This design comes from an exercise in tuning for small area, a short achievable clock period and few clock cycles per item on the open sky130 flow, not from production work.
At most, simulation tests tie the RTL to the original design; equivalence was not proved.
No functional check of the RTL was part of run 2.
The clock cells of run 3 come from the design's own scripts or RTL, not from TritonCTS.
The clock input has no modelled driver; a real chip could not lean on it and would need a root buffer or a full tree.
Power is estimated from default activity; no workload was simulated.

==> flow/design.v <==
module mem_sort
#(parameter DATA_WIDTH = 8, ADDR_WIDTH = 4)
 (input clk,
  input reset,
  input start,
  output reg done,
  output en,
  output reg we,
  output reg [ADDR_WIDTH-1 : 0] addr,
  output [DATA_WIDTH-1 : 0] data_o,
  input  [DATA_WIDTH-1 : 0] data_i
  );
assign en = 1'b1;
reg [7:0] r [1:15];
integer i;
always @(posedge clk) begin
  r[1] <= data_i;
  for (i = 2; i <= 15; i = i + 1) r[i] <= r[i-1];
end
assign data_o = r[15];
reg       run;
reg [5:0] k;                  
wire [3:0] j = k[3:0];        
wire [7:0] e = r[14];
reg  [13:1] b;
always @(*) begin
  for (i = 1; i <= 13; i = i + 1)
    b[i] = (r[i] > e) | ((r[i] == e) & ({1'b0, j} >= i + 2));
end
reg s1, s2a, s2;
always @(posedge clk) begin
  s1  <= ~b[13];    
  s2a <= ~b[12];
  s2  <= s2a;       
end
wire [3:0] rank = b[1] + b[2] + b[3] + b[4] + b[5] + b[6] + b[7] + b[8]
                + b[9] + b[10] + b[11] + b[12] + b[13] + s1 + s2;
wire idle = ~run | done;
always @(posedge clk) begin
  if (reset) begin
    run  <= 1'b0;
    we   <= 1'b0;
    done <= 1'b0;
  end else if (idle) begin
    done <= 1'b0;
    we   <= 1'b0;
    addr <= 4'd0;
    k    <= 6'd1;
    run  <= start;
  end else begin
    k    <= k + 6'd1;
    we   <= (k >= 6'd18);
    addr <= (k >= 6'd18) ? rank : k[3:0];
    done <= (k == 6'd33);
  end
end
endmodule
==> flow/run.sh <==
#!/bin/bash
# synth_recipe.tcl (not shown) runs the flow's synth.tcl, then flattens the netlist and writes it again
# the make line also repeats each setting of config.mk as NAME=value (left out here)
make -C /OpenROAD-flow-scripts/flow DESIGN_CONFIG=/design/flow/config.mk WORK_HOME=/design/flow/orfs CLKGATE_MAP_FILE= SYNTH_SCRIPT=/design/flow/synth_recipe.tcl finish
==> flow/config.mk <==
export PLATFORM = sky130hd
export DESIGN_NAME = mem_sort
export DESIGN_NICKNAME = mem_sort
export VERILOG_FILES = /design/flow/design.v
export SDC_FILE = /design/flow/constraint.sdc
export NUM_CORES = 4
export LEC_CHECK = 0
export ABC_AREA = 1
export CAP_MARGIN = 20
export CORE_MARGIN = 2
export CORE_UTILIZATION = 40
export SLEW_MARGIN = 20
==> flow/constraint.sdc <==
create_clock -name core_clock -period 62.0 [get_ports {clk}]
set_input_delay 12.4000 -clock core_clock [delete_from_list [all_inputs] [get_ports {clk}]]
set_output_delay 12.4000 -clock core_clock [all_outputs]
set_load 0.01 [all_outputs]
==> results of run 1 <==
[cell families after synthesis]
family	synth area share
buffers and inverters	0.0628
AOI/OAI and AO/OA	0.0547
other	0.000614
DFF	0.462
and+or+nand+nor	0.163
xor gates and xnor gates	0.00143
adders and majority gates	0.256
[power breakdown]
| part | internal [mW] | switching (mW) |
|---|---|---|
| combinational | 0.0210 | 0.0276 |
| clock | 0.0643 | 0.0358 |
| sequential | 0.0947 | 0.00299 |
[per-layer routing]
layer  track usage  up-vias  part of all wire
met5             0        -                 0
met4        0.0478        0             0.013
met3        0.0507       12             0.043
met2         0.265       57              0.51
met1         0.167     1938              0.44
li1              -     2197                 -
[cell usage in the layout (no fill, tap or decap), drive strengths merged, types with 3 or more instances in the layout]
cell           instances
nand2                170
dfxtp                126
ha                   109
inv                   92
nor2                  61
a21oi                 50
clkdlybuf4s50         24
clkbuf                24
fa                    10
edfxtp                10
o21ai                 10
and2                   5
nor3                   5
clkinv                 4
nand3                  3
nand4                  3
[cell type report]
| class | instances | area [µm²] |
|---|---|---|
| clock buffer | 24 | 503 |
| clock inverter | 7 | 90.1 |
| fill | 1408 | 7940 |
| inverter | 93 | 354 |
| multi-input combinational | 432 | 2910 |
| sequential | 136 | 2820 |
| tap | 188 | 235 |
| timing repair buffer | 24 | 240 |
[state kept, by name, summed over array words and instances, names as in the netlist]
register,flops
r,120
s2a,1
we,1
s2,1
run,1
k,6
done,1
addr,4
s1,1
[worst register-to-register path, cell delays in order (launching register included)]
cell and delay (ns):
dfxtp_1 0.33, inv_1 0.25, ha_1 0.43, nand2_1 0.07
nor2_1 0.20, and2_1 0.16, nor2_1 0.04, a21oi_1 0.21
fa_1 0.47, fa_1 0.50, fa_1 0.52, fa_1 0.53
fa_1 0.45, inv_1 0.08, fa_1 0.17, xor2_1 0.18
nand2_2 0.07, nand2_1 0.08, a21oi_2 0.04
[stage by stage]
| stage | cell area [µm²] | setup slack [ns] | power [mW] |
|---|---|---|---|
| 2_1_floorplan | 6110 | 49.02 | 0.135 |
| 3_3_place_gp | 6560 | 48.53 | 0.146 |
| 3_5_place_dp | 6560 | 48.48 | 0.148 |
| 4_1_cts | 7150 | 48.24 | 0.249 |
| 5_1_grt | 7150 | 48.19 | 0.262 |
| 6_report | 7150 | 48.26 | 0.246 |
[worst max-delay path by stage]
stage	endpoint	slack (ns)	cells after the start
after floorplan	addr[0]	49.02	1
after global placement	done	48.53	4
after detailed placement	done	48.48	4
after CTS	done	48.24	1
after global routing	done	48.19	1
final	done	48.26	1
==> notes.md, run 1 <==
EDFF count, synth=10; die width=128 µm; total grt overflow=0; initial antenna violation count=0; row count=45; Max-cap violations=0; Worst Path Buf+Inv=1; Hold EP=s2; CTS tree=yes; largest cells by area after synthesis=dfxtp_1 (41%), ha_1 (22%), nand2_1 (10%); Final setup viols=0; count of pins over their slew limit=0; Vias/cell=4.65; CP startpoint kind=register; vias in the first global route=4,283; Post-Route Utilization=0.474; Worst Max-Slew Pin Slew=0.564 ns; post-synth top area cell=dfxtp_1; CTS buffer count=17; period utilization=0.222; Hold Fails Final Rpt=0; reg-to-reg endpoint=addr[2]; Worst path max stage delay=0.55 ns; Total GRT Usage=0.149; R2R setup slack=56.98 ns; DRC Markers=0; RSZ-0062 raised after global routing=no; Yosys warnings=2; PwrDens=34.5 nW/µm²; port bufs=24; HP Class=reg2reg; Final ANT Viol Nets=0; CP required=49.60 ns; ANT cells=0; Fin Hold WS=0.342 ns; final wirelength=10,800 µm; CP Capture Type=output port; IO Pins=26; TNS Setup=0 ns; root buf cell=clkbuf_16; post-synth cell types=28; worst r2r src=r[14][3]; largest net degree at the start of global routing=17; WS Path Type=reg2out; Post-Layout Cell Count=904; slowest CP cell=clkdlybuf4s50_1; Worst Path Arrival=1.34 ns; Achievable Freq=72.8 MHz; syn_nets=794; DRT Pass-1 Iters=4; worst hold stages=0; CTS clock-pin slew for the worst setup and hold paths=0.05 ns; most frequent cells after synthesis=nand2_1 (164), dfxtp_1 (126), ha_1 (109); total number of vias=4,204; CP max FO=2; FF+latch count, synth=136; Hold Path Origin=s2a; final net count=834; FFs w/ async S/R, synth=0; Final Critical Period=13.74 ns; routability-driven placement congestion ratio=0.817; Initial Util=0.405; core area=15,100 µm²; dpl hpwl=8460 µm; hold_buf cts=0; Post-CTS Setup Bufs=0; first-pass GRT wire length=18,700 µm; Avg Inst Size Synth=9.20 µm²; routed length per placed instance=12.0 µm; Post-Syn Area=6110 µm²; die height=128 µm; latest clock arrival within the worst-skew pair=0.41 ns; die footprint=16,300 µm²; share of layout cells above drive strength 1=0.0559; Max Clock Skew=0.00811 ns; top_reg_cell synth=dfxtp_1; Max-slew headroom=0.623; Worst path top cell family by delay=buffers and inverters; Syn Inst Count=664; htree depth=4; critical path cell sequence=clkdlybuf4s50_1; Sink Count=136; status=no timing/DRC/antenna violations; cells resized by post-CTS repair=0; top-count cell post-synth=nand2_1; Starting DRT DRC Count=125; worst reg2reg path depth=18; area share of the largest cell type after synthesis=0.413; Leak=3.59 nW; area delta synth->final=17.0%; Longest Clk Path Bufs=2; Placed Cells=873; Worst VDD drop=0.0195 mV; sequential share of the synthesized area=0.462; origin of the worst setup path=done
Testbench counts, summed over its fixed seeds: cycles 17,416, jobs 512.
==> run 2, diff against run 1 <==
--- a/flow/design.v
+++ b/flow/design.v
@@ -23,3 +23,13 @@
 wire [3:0] j = k[3:0];        
-wire [7:0] e = r[14];
+function beats(input [7:0] a, input [7:0] ne, input tie);
+  integer n;
+  reg c;
+  begin
+    c = tie;
+    for (n = 0; n < 8; n = n + 1)
+      c = (a[n] & ne[n]) | (c & (a[n] | ne[n]));
+    beats = c;
+  end
+endfunction
+wire [7:0] ne = ~r[14];
 reg  [13:1] b;
@@ -27,3 +37,3 @@
   for (i = 1; i <= 13; i = i + 1)
-    b[i] = (r[i] > e) | ((r[i] == e) & ({1'b0, j} >= i + 2));
+    b[i] = beats(r[i], ne, {1'b0, j} >= i + 2);
 end
@@ -35,6 +45,22 @@
 end
-wire [3:0] rank = b[1] + b[2] + b[3] + b[4] + b[5] + b[6] + b[7] + b[8]
-                + b[9] + b[10] + b[11] + b[12] + b[13] + s1 + s2;
+function [1:0] fa(input x, input y, input z);
+  fa = {(x & y) | (z & (x | y)), x ^ y ^ z};
+endfunction
+wire [1:0] f1 = fa(b[1], b[2], b[3]);
+wire [1:0] f2 = fa(b[4], b[5], b[6]);
+wire [1:0] f3 = fa(b[7], b[8], b[9]);
+wire [1:0] f4 = fa(b[10], b[11], b[12]);
+wire [1:0] f5 = fa(b[13], s1, s2);
+wire [1:0] f6 = fa(f1[0], f2[0], f3[0]);
+wire [1:0] f7 = fa(f4[0], f5[0], f6[0]);
+wire [1:0] f8 = fa(f1[1], f2[1], f3[1]);
+wire [1:0] f9 = fa(f4[1], f5[1], f6[1]);
+wire [1:0] f10 = fa(f8[0], f9[0], f7[1]);
+wire [1:0] f11 = fa(f8[1], f9[1], f10[1]);
+wire [3:0] rank = {f11[1], f11[0], f10[0], f7[0]};
 wire idle = ~run | done;
+wire wr = (k >= 6'd18);
 always @(posedge clk) begin
+  k    <= idle ? 6'd1 : k + 6'd1;
+  addr <= idle ? 4'd0 : wr ? rank : k[3:0];
   if (reset) begin
@@ -43,13 +69,6 @@
     done <= 1'b0;
-  end else if (idle) begin
-    done <= 1'b0;
-    we   <= 1'b0;
-    addr <= 4'd0;
-    k    <= 6'd1;
-    run  <= start;
   end else begin
-    k    <= k + 6'd1;
-    we   <= (k >= 6'd18);
-    addr <= (k >= 6'd18) ? rank : k[3:0];
-    done <= (k == 6'd33);
+    run  <= idle ? start : 1'b1;
+    we   <= ~idle & wr;
+    done <= ~idle & (k == 6'd33);
   end
==> flow/flow/run.sh (new file) <==
#!/bin/bash
# Own layout flow: the standard ORFS flow, with
#  - a copy of ORFS's scripts whose ABC area script maps with &nf (area-oriented
#    cut mapping; registers are untouched, as dfflibmap runs before ABC),
#  - hook Tcl files from flow/ for the clock tree and port buffers.
# Each tool's output goes to a log file of its own in this folder.
set -euo pipefail
here=$(pwd)
rm -rf "$here/scripts_copy"
cp -r "$FLOW_HOME/scripts" "$here/scripts_copy"
cp "$here/flow/abc_area.script" "$here/scripts_copy/abc_area.script"
export SCRIPTS_DIR="$here/scripts_copy"
for h in "$here"/flow/hook_*.tcl; do
  [[ -f $h ]] || continue
  v=$(basename "$h" .tcl); v=${v#hook_}
  export "${v}_TCL=$h"
done
bash standard.sh synth > "$here/log_synth.txt" 2>&1
bash standard.sh finish > "$here/log_layout.txt" 2>&1
==> flow/flow/abc_area.script (new file) <==
strash; &get -n; &nf -R 1000; &put
==> flow/standard.sh (new file) <==
#!/bin/bash
# synth_recipe.tcl (not shown) runs the flow's synth.tcl, then flattens the netlist and writes it again
# the make line also repeats each setting of config.mk as NAME=value (left out here)
make -C /OpenROAD-flow-scripts/flow DESIGN_CONFIG=/design/flow/config.mk WORK_HOME=/design/flow/orfs CLKGATE_MAP_FILE= SYNTH_SCRIPT=/design/flow/synth_recipe.tcl "${@:-finish}"
removed: flow/run.sh
==> run 2 against run 1 <==
Net effect: still clean on timing, DRC and antenna; non-clock buffer count is the same; highest routed layer unchanged; register-to-register slack lost 1.8 ns; sequential share of layout area increased by 10 points; sequential power shrank 3.1%; global-route usage fell by 2.1 points; largest cell class is now sequential cells; clock power about the same; design area is 23% lower; area after synthesis decreased by 27%; via count is 41% lower.
==> notes.md, run 2 <==
R2R setup slack=55.16 ns; TNS Setup=0 ns; post-synth cell types=28; largest family of logic cells by synthesized area=adder cells; row count=38; Hold Path Origin=s2a; CP max FO=3; dpl hpwl=4760 µm; Final Critical Period=13.78 ns; top_reg_cell synth=dfxtp_1; PwrDens=40.2 nW/µm²; largest cells by area after synthesis=dfxtp_1 (61%), maj3_1 (20%), fa_1 (4.9%); Achievable Freq=72.6 MHz; Worst Path Buf+Inv=1; status=no timing/DRC/antenna violations; Final ANT Viol Nets=0; Fin Hold WS=0.326 ns; commonest non-fill, non-tap cell in the layout=dfxtp_1; port bufs=24; WS Path Type=reg2out; first-pass GRT wire length=11,300 µm; Total GRT Usage=0.128; DRT Pass-1 Iters=4; most frequent cells after synthesis=dfxtp_1 (136), maj3_1 (88), clkinv_1 (23); vias in the first global route=2,501; Worst Path Arrival=1.38 ns; worst r2r src=k[1]; Multi-input gate area=1640 µm²; die width=110 µm; htree depth=4; CTS tree=yes; Post-DP Area=4860 µm²; Vias/cell=4.61; Longest Clk Path Bufs=2; storage element area=2720 µm²; number of flip-flops in the largest register=120; ANT cells=0; origin of the worst setup path=done; Place WS=48.74 ns; largest register by flop count=r; post-route setup slack=48.22 ns; Syn Inst Count=345; Avg Inst Size Synth=12.9 µm²; Final setup viols=0; count of pins over their slew limit=0; Leak=2.05 nW; total number of vias=2,487; total grt overflow=0; Post-CTS Setup Bufs=0; routed length per placed instance=12.1 µm; core area=10,800 µm²; IO Pins=26; share of layout cells above drive strength 1=0.0800; XOR/XNOR Fraction of Synth Area=0.00786; Max-slew headroom=0.630; area share of the largest cell type after synthesis=0.611; Hold Fails Final Rpt=0; Hold EP=s2; CP Capture Type=output port; Worst path max stage delay=0.53 ns; DRC Markers=0; Worst path top cell family by delay=buffers and inverters; final wirelength=6560 µm; reg-to-reg endpoint=addr[2]; die height=110 µm; Final Cell Area=5470 µm²; Post-Syn Area=4460 µm²; latest clock arrival within the worst-skew pair=0.51 ns; die footprint=12,000 µm²; root buf cell=clkbuf_8; largest net degree at the start of global routing=23; hold_buf cts=0; post-synthesis mux area share=0.00674; worst hold stages=0; sequential share of the synthesized area=0.611; Synth Area in Simple Gates=0.0435; CP required=49.60 ns; RSZ-0062 raised after global routing=no; Starting DRT DRC Count=125; FF+latch count, synth=136; top-count cell post-synth=dfxtp_1; syn_nets=370; routability-driven placement congestion ratio=0.736; CTS clock-pin slew for the worst setup and hold paths=0.06 ns; Initial Util=0.411; cells resized by post-CTS repair=0; post-synthesis adder-cell area fraction=0.256; Filler Cell Count=979; CP Depth=1; CTS buffer count=17; Sink Count=136; Compound-Gate Fraction of Synth Area=0.0534; initial antenna violation count=0; CP startpoint kind=register; HP Class=reg2reg; EDFF count, synth=0; period utilization=0.222; worst reg2reg path depth=22; post-synth top area cell=dfxtp_1; slowest CP cell=clkdlybuf4s50_1; area delta synth->final=22.8%; Post-Layout Cell Count=540; Max Clock Skew=0.00778 ns; Worst VDD drop=0.0239 mV; most frequent cells in the layout=dfxtp_1 (136), maj3_1 (88), clkdlybuf4s50_1 (24), clkinv_1 (23), clkbuf_16 (16); Regs by FF count=r: 120 flops, k: 6 flops, addr: 4 flops; Worst Max-Slew Pin Slew=0.554 ns; FFs w/ async S/R, synth=0; critical path cell sequence=clkdlybuf4s50_1; Placed Cells=508; Yosys warnings=2; Max-cap violations=0; final net count=412
[run 2: changes by cell type in the layout (fill, tap and decap cells not counted), sizes merged, moves of 4 or more]
| cell | before | now |
|---|---|---|
| a21oi | 50 | 3 |
| nor2 | 61 | 15 |
| nand2 | 170 | 3 |
| xnor2 | 0 | 4 |
| dfxtp | 126 | 136 |
| ha | 109 | 3 |
| nor3 | 5 | 1 |
| edfxtp | 10 | 0 |
| clkbuf | 24 | 18 |
| maj3 | 0 | 88 |
| a21boi | 2 | 11 |
| inv | 92 | 0 |
| clkinv | 4 | 29 |
| o21ai | 10 | 14 |
[run 2: layer usage]
metal / up-vias / wire length [µm] / track usage
met5: - / 0 / 0
met4: 0 / 80 / 0.0488
met3: 8 / 374 / 0.0605
met2: 44 / 3040 / 0.198
met1: 1153 / 3060 / 0.153
li1: 1282 / - / -
[run 2: how the worst max path moves through the flow]
| stage | slack, ns | end |
|---|---|---|
| 2_1_floorplan | 49.24 | done |
| 3_3_place_gp | 48.75 | done |
| 3_5_place_dp | 48.74 | done |
| 4_1_cts | 48.18 | done |
| 5_1_grt | 48.15 | done |
| 6_report | 48.22 | done |
[run 2: final cells by class]
type,count,area share
Clock buffer,18,0.0782
Tap cell,140,0.0320
Clock inverter,14,0.0329
Sequential cell,136,0.498
Multi-Input combinational cell,185,0.300
Timing Repair Buffer,24,0.0439
Inverter,23,0.0158
[run 2: logic make-up (layout without fill, tap and decap cells)]
kind of cell	Yosys count	in the layout
simple gates	38	38
flops	136	136
other cells	1	1
mux	3	3
fa+ha+maj	102	102
buf+inv	24	79
compound gates	37	37
xor+xnor	4	4
[run 2: per-stage QoR]
step / power (mW) / utilization
global placement: 0.121 / 0.449
finish: 0.220 / 0.505
global route: 0.231 / 0.505
CTS: 0.224 / 0.505
floorplan: 0.112 / -
detailed placement: 0.123 / 0.449
[run 2: where the power goes]
part           total [mW]  switching, mW  internal [mW]
Combinational      0.0244         0.0128         0.0115
Sequential         0.0947        0.00247         0.0922
Clock               0.101         0.0353         0.0658
[run 2: worst reg2reg max path, delay by kind of cell (launching register included)]
| family | cells | cell delay, ns |
|---|---|---|
| AO/OA/AOI/OAI | 3 | 0.65 |
| AND/OR/NAND/NOR | 1 | 0.14 |
| multiplexers | 1 | 0.07 |
| buffers and inverters | 4 | 0.45 |
| flip-flops | 1 | 0.49 |
| adder cells (fa/ha/maj) | 13 | 4.95 |
==> run 3, diff against run 2 <==
--- a/flow/design.v
+++ b/flow/design.v
@@ -21,12 +21,12 @@
 reg       run;
-reg [5:0] k;                  
-wire [3:0] j = k[3:0];        
+reg [4:0] c;                  
+wire [3:0] j = c[3:0];        
 function beats(input [7:0] a, input [7:0] ne, input tie);
   integer n;
-  reg c;
+  reg cy;
   begin
-    c = tie;
+    cy = tie;
     for (n = 0; n < 8; n = n + 1)
-      c = (a[n] & ne[n]) | (c & (a[n] | ne[n]));
-    beats = c;
+      cy = (a[n] & ne[n]) | (cy & (a[n] | ne[n]));
+    beats = cy;
   end
@@ -39,7 +39,8 @@
 end
+wire k15 = (c == 5'd15);
 reg s1, s2a, s2;
 always @(posedge clk) begin
-  s1  <= ~b[13];    
-  s2a <= ~b[12];
-  s2  <= s2a;       
+  s1  <= ~b[13] & ~k15;    
+  s2a <= ~b[12] & ~k15;
+  s2  <= s2a & ~k15;       
 end
@@ -60,7 +61,11 @@
 wire [3:0] rank = {f11[1], f11[0], f10[0], f7[0]};
+wire k31 = (c == 5'd31);
+wire k32 = we & (c == 5'd0);
+wire k33 = we & (c == 5'd1);
+wire fin = (k31 & ~s2a & b[13] & b[12]) | (k32 & ~s2a) | k33;
 wire idle = ~run | done;
-wire wr = (k >= 6'd18);
+wire wr = we | (c >= 5'd16);    
 always @(posedge clk) begin
-  k    <= idle ? 6'd1 : k + 6'd1;
-  addr <= idle ? 4'd0 : wr ? rank : k[3:0];
+  c    <= idle ? 5'd1 : c + 5'd1;
+  addr <= idle ? 4'd0 : wr ? rank : c[3:0];
   if (reset) begin
@@ -72,3 +77,3 @@
     we   <= ~idle & wr;
-    done <= ~idle & (k == 6'd33);
+    done <= ~idle & fin;
   end
==> flow/flow/hook_POST_CTS.tcl (new file) <==
# Replace the clock tree CTS built by a single level of clock buffers: the
# clock port drives NCLK buffers, each driving the flip-flops of one cluster
# (clusters from k-means on the flip-flop locations).  All flip-flops see the
# same single buffer stage.  Also resize the port buffers.
set nclk 4
if {[info exists ::env(MY_NCLK)]} { set nclk $::env(MY_NCLK) }
set clkcell sky130_fd_sc_hd__clkbuf_16
if {[info exists ::env(MY_CLKCELL)]} { set clkcell $::env(MY_CLKCELL) }

set block [ord::get_db_block]
set db [ord::get_db]
set clknet [[$block findBTerm clk] getNet]

# flip-flop clock pins, and the instances and nets of the existing tree
set sinks {}
set tree {}
set tnets {}
set todo [list $clknet]
while {[llength $todo]} {
  set net [lindex $todo 0]; set todo [lrange $todo 1 end]
  foreach it [$net getITerms] {
    if {![$it isInputSignal] && ![$it isClocked] && [$it getIoType] ne "INPUT"} { continue }
    set inst [$it getInst]
    set m [$inst getMaster]
    if {[$m isSequential]} { lappend sinks $it; continue }
    if {[lsearch -exact $tree $inst] >= 0} { continue }
    lappend tree $inst
    foreach ot [$inst getITerms] {
      if {[$ot isOutputSignal] && [$ot getNet] ne "NULL"} {
        lappend todo [$ot getNet]; lappend tnets [$ot getNet]
      }
    }
  }
}
puts "clock hook: [llength $sinks] sinks, [llength $tree] tree cells removed"
foreach it $sinks { $it disconnect }
foreach inst $tree { odb::dbInst_destroy $inst }
foreach n $tnets { odb::dbNet_destroy $n }

# k-means on sink locations
set pts {}
foreach it $sinks {
  set b [[$it getInst] getBBox]
  lappend pts [list [expr {([$b xMin]+[$b xMax])/2.0}] [expr {([$b yMin]+[$b yMax])/2.0}]]
}
set n [llength $pts]
set sorted [lsort -real -index 0 $pts]
set cent {}
for {set c 0} {$c < $nclk} {incr c} { lappend cent [lindex $sorted [expr {int(($c+0.5)*$n/$nclk)}]] }
for {set iter 0} {$iter < 30} {incr iter} {
  set asg {}
  foreach p $pts {
    set best 0; set bd 1e30
    for {set c 0} {$c < $nclk} {incr c} {
      set q [lindex $cent $c]
      set d [expr {pow([lindex $p 0]-[lindex $q 0],2)+pow([lindex $p 1]-[lindex $q 1],2)}]
      if {$d < $bd} { set bd $d; set best $c }
    }
    lappend asg $best
  }
  set newc {}
  for {set c 0} {$c < $nclk} {incr c} {
    set sx 0; set sy 0; set k 0
    foreach p $pts a $asg { if {$a == $c} { set sx [expr {$sx+[lindex $p 0]}]; set sy [expr {$sy+[lindex $p 1]}]; incr k } }
    if {$k} { lappend newc [list [expr {$sx/$k}] [expr {$sy/$k}]] } else { lappend newc [lindex $cent $c] }
  }
  set cent $newc
}

set master [$db findMaster $clkcell]
for {set c 0} {$c < $nclk} {incr c} {
  set b [odb::dbInst_create $block $master "clkbuf_root_$c"]
  set net [odb::dbNet_create $block "clknet_root_$c"]
  $net setSigType CLOCK
  [$b findITerm A] connect $clknet
  [$b findITerm X] connect $net
  set k 0
  foreach it $sinks a $asg { if {$a == $c} { $it connect $net; incr k } }
  set q [lindex $cent $c]
  $b setLocation [expr {int([lindex $q 0])}] [expr {int([lindex $q 1])}]
  $b setPlacementStatus PLACED
  puts "clock hook: clkbuf_root_$c drives $k flip-flops"
}
$clknet setSigType CLOCK

# port buffers
set inbuf sky130_fd_sc_hd__buf_1
set outbuf sky130_fd_sc_hd__buf_4
if {[info exists ::env(MY_INBUF)]} { set inbuf $::env(MY_INBUF) }
if {[info exists ::env(MY_OUTBUF)]} { set outbuf $::env(MY_OUTBUF) }
foreach bt [$block getBTerms] {
  set net [$bt getNet]
  if {[$bt getName] eq "clk"} { continue }
  foreach it [$net getITerms] {
    set inst [$it getInst]
    set mn [[$inst getMaster] getName]
    if {![string match "sky130_fd_sc_hd__*buf*" $mn]} { continue }
    set want [expr {[$bt getIoType] eq "INPUT" ? $inbuf : $outbuf}]
    if {$mn ne $want} { $inst swapMaster [$db findMaster $want] }
  }
}

detailed_placement
check_placement -verbose
estimate_parasitics -placement
report_clock_skew
report_checks -path_delay max -group_path_count 3 -format full_clock_expanded
--- a/flow/config.mk
+++ b/flow/config.mk
@@ -10,3 +10,3 @@
 export CORE_MARGIN = 2
-export CORE_UTILIZATION = 40
+export CORE_UTILIZATION = 65
 export SLEW_MARGIN = 20
==> run 3 against run 2 <==
Net effect: final cell count shrank 16%; critical path type unchanged; register-to-register slack lost 0.06 ns; design area shrank 13%; first-iteration DRC count shrank 38%; still clean on timing, DRC and antenna; clock power shrank 68%; power shrank 32%; core utilization grew 21 points; clock skew grew 0.0054 ns; via count shrank 2.8%; largest power group is now sequential cells; hold slack gained 0.028 ns.
==> notes.md, run 3 <==
Final Cell Area=4760 µm²; cells resized by post-CTS repair=0; share of layout cells above drive strength 1=0.0485; die width=86.5 µm; Starting DRT DRC Count=78; commonest non-fill, non-tap cell in the layout=dfxtp_1; CP startpoint kind=register; post-synth cell types=29; Initial Util=0.662; DRT Pass-1 Iters=4; largest cells by area after synthesis=dfxtp_1 (61%), maj3_1 (20%), fa_1 (5.0%); worst r2r src=c[1]; Achievable Freq=76.2 MHz; syn_nets=372; die footprint=7480 µm²; Hold Path Origin=r[9][4]; Sink Count=135; WS Path Type=reg2out; Post-Route Utilization=0.713; row count=30; Worst path top cell family by delay=flip-flops; GR Util met2=0.356; Worst Path Arrival=0.72 ns; core area=6680 µm²; count of pins over their slew limit=0; ANT cells=0; Pint=0.114 mW; IO Pins=26; routability-driven placement congestion ratio=0.783; latest clock arrival within the worst-skew pair=0.18 ns; critical path cell sequence=buf_4; vias in the first global route=2,405; PwrDens=31.3 nW/µm²; final wirelength=6570 µm; Multi-input gate area=1630 µm²; top-count cell post-synth=dfxtp_1; Hold EP=r[10][4]; EDFF count, synth=0; first-pass GRT wire length=10,800 µm; area delta synth->final=7.58%; Worst VDD drop=0.0214 mV; sequential share of the synthesized area=0.611; Worst path max stage delay=0.40 ns; Max-slew headroom=0.660; initial antenna violation count=0; dpl hpwl=4820 µm; CP Capture Type=output port; GR Util met3=0.0457; worst reg2reg path depth=22; routed length per placed instance=14.6 µm; Post-Syn Area=4430 µm²; storage element area=2700 µm²; most frequent cells in the layout=dfxtp_1 (135), maj3_1 (89), clkinv_1 (24), nor2_1 (18), o21ai_0 (15); hold_buf cts=0; RSZ-0062 raised after global routing=no; P_sw=0.0348 mW; Max Clock Skew=0.0132 ns; FF+latch count, synth=135; CP required=49.60 ns; Final setup viols=0; Vias/cell=5.36; CTS clock-pin slew for the worst setup and hold paths=0.11 ns; total grt overflow=0; period utilization=0.212; CP max FO=5; most frequent cells after synthesis=dfxtp_1 (135), maj3_1 (89), clkinv_1 (24); Seq pwr share=0.631; area share of the largest cell type after synthesis=0.611; Leak=1.80 nW; top_reg_cell synth=dfxtp_1; Avg Inst Size Synth=12.9 µm²; worst hold stages=0; slowest CP cell=dfxtp_1; TNS Setup=0 ns; status=no timing/DRC/antenna violations; port bufs=24; total number of vias=2,418; switch share=0.234; R2R setup slack=55.10 ns; Post-DP Area=4760 µm²; Hold Fails Final Rpt=0; Total Power=0.149 mW; number of flip-flops in the largest register=120; largest net degree at the start of global routing=38; Yosys warnings=2; Worst Max-Slew Pin Slew=0.509 ns; Regs by FF count=r: 120 flops, c: 5 flops, addr: 4 flops; Final Critical Period=13.12 ns; largest register by flop count=r; die height=86.5 µm; post-synth top area cell=dfxtp_1; Max-cap violations=0; DRC Markers=0; final net count=401; Post-CTS Setup Bufs=0; Filler Cell Count=497; HP Class=reg2reg; Syn Inst Count=344; Final ANT Viol Nets=0; FFs w/ async S/R, synth=0; met1 GRT Util=0.221; Fin Hold WS=0.354 ns; CP Depth=1; combinational power share=0.153; gr busiest metal=met2; Clock Power Share=0.216; Worst Path Buf+Inv=1; Total GRT Usage=0.189; reg-to-reg endpoint=addr[2]
[run 3: cell types whose count changed after synthesis, sizes merged, moves of 2 or more]
cell | before | now
ha | 3 | 6
mux2i | 3 | 0
nor2 | 15 | 18
a21oi | 3 | 5
and2 | 4 | 2
nand4b | 2 | 0
xnor2 | 4 | 2
[run 3: cell type report]
class                   count  share of cell area
plain buffers               4              0.0210
inverters                  24              0.0189
multi-input cells         184               0.341
flip-flops and latches    135               0.568
well taps                  80              0.0210
repair buffers             24              0.0300
[run 3: logic make-up (layout without fill, tap and decap cells)]
logic type / count (synthesis) / in the layout / synth area share
AOI/OAI and AO/OA: 41 / 41 / 0.0588
other: 1 / 1 / 0.000847
and+or+nand+nor: 34 / 34 / 0.0356
buffers and inverters: 25 / 52 / 0.0221
adders and majority gates: 106 / 106 / 0.268
DFF: 135 / 135 / 0.611
xor gates and xnor gates: 2 / 2 / 0.00396
[run 3: worst max-delay path by stage]
stage	endpoint	slack (ns)	startpoint
floorplan	we	49.21	we
global placement	we	48.70	we
detailed placement	we	48.69	we
CTS	we	48.14	we
global route	we	48.85	we
finish	we	48.88	we
[run 3: power by group through the flow]
stage | Combinational, mW | Sequential [mW] | Clock (mW)
finish | 0.0228 | 0.0941 | 0.0322
CTS | 0.0247 | 0.0942 | 0.0966
floorplan | 0.0148 | 0.0955 | 0
global placement | 0.0238 | 0.0957 | 0
global route | 0.0259 | 0.0947 | 0.0359
detailed placement | 0.0243 | 0.0960 | 0
[run 3: per-stage QoR]
| stage | cells | setup WS [ns] |
|---|---|---|
| floorplan | 344 | 49.21 |
| global placement | 447 | 48.70 |
| detailed placement | 447 | 48.69 |
| CTS | 478 | 48.14 |
| global route | 451 | 48.85 |
| finish | 451 | 48.88 |
[run 3: layer usage]
layer,share of wire,routed length [µm]
met5,0,0
met4,0.0070,46
met3,0.026,170
met2,0.52,3420
met1,0.45,2940
Testbench counts of run 3, summed over its fixed seeds: cycles 17,058, jobs 512.

==> separate check: timing with driven ports <==
The results above use ideal ports. As a check the final layouts listed here were re-extracted and re-timed, cells and wires unchanged. Step 1: set_driving_cell puts a clkbuf_16 on clk and a buf_2 on each other input, an assumption about the parent block. Step 2 times the ports against the registers' clock, not the clock port: input delays grow and output delays shrink by t, the midpoint of the rising clock arrivals with the driver on. a / b / c = ideal ports / drivers / drivers and shift; a / b = the first two.
| run | shift t [ns] | slack for setup (ns) | worst setup path at the end | worst register clock-pin slew, ns | pins driven straight from the clock port |
|---|---|---|---|---|---|
| run 1 | 0.450 | 48.258 / 48.219 / 48.497 | input to register | 0.06 / 0.06 | 1 |
| run 2 | 0.538 | 48.218 / 48.186 / 48.724 | register to output | 0.06 / 0.06 | 1 |
| run 3 | 0.245 | 48.879 / 48.805 / 49.050 | register to output | 0.12 / 0.12 | 4 |
After both steps every run listed still meets setup and hold.
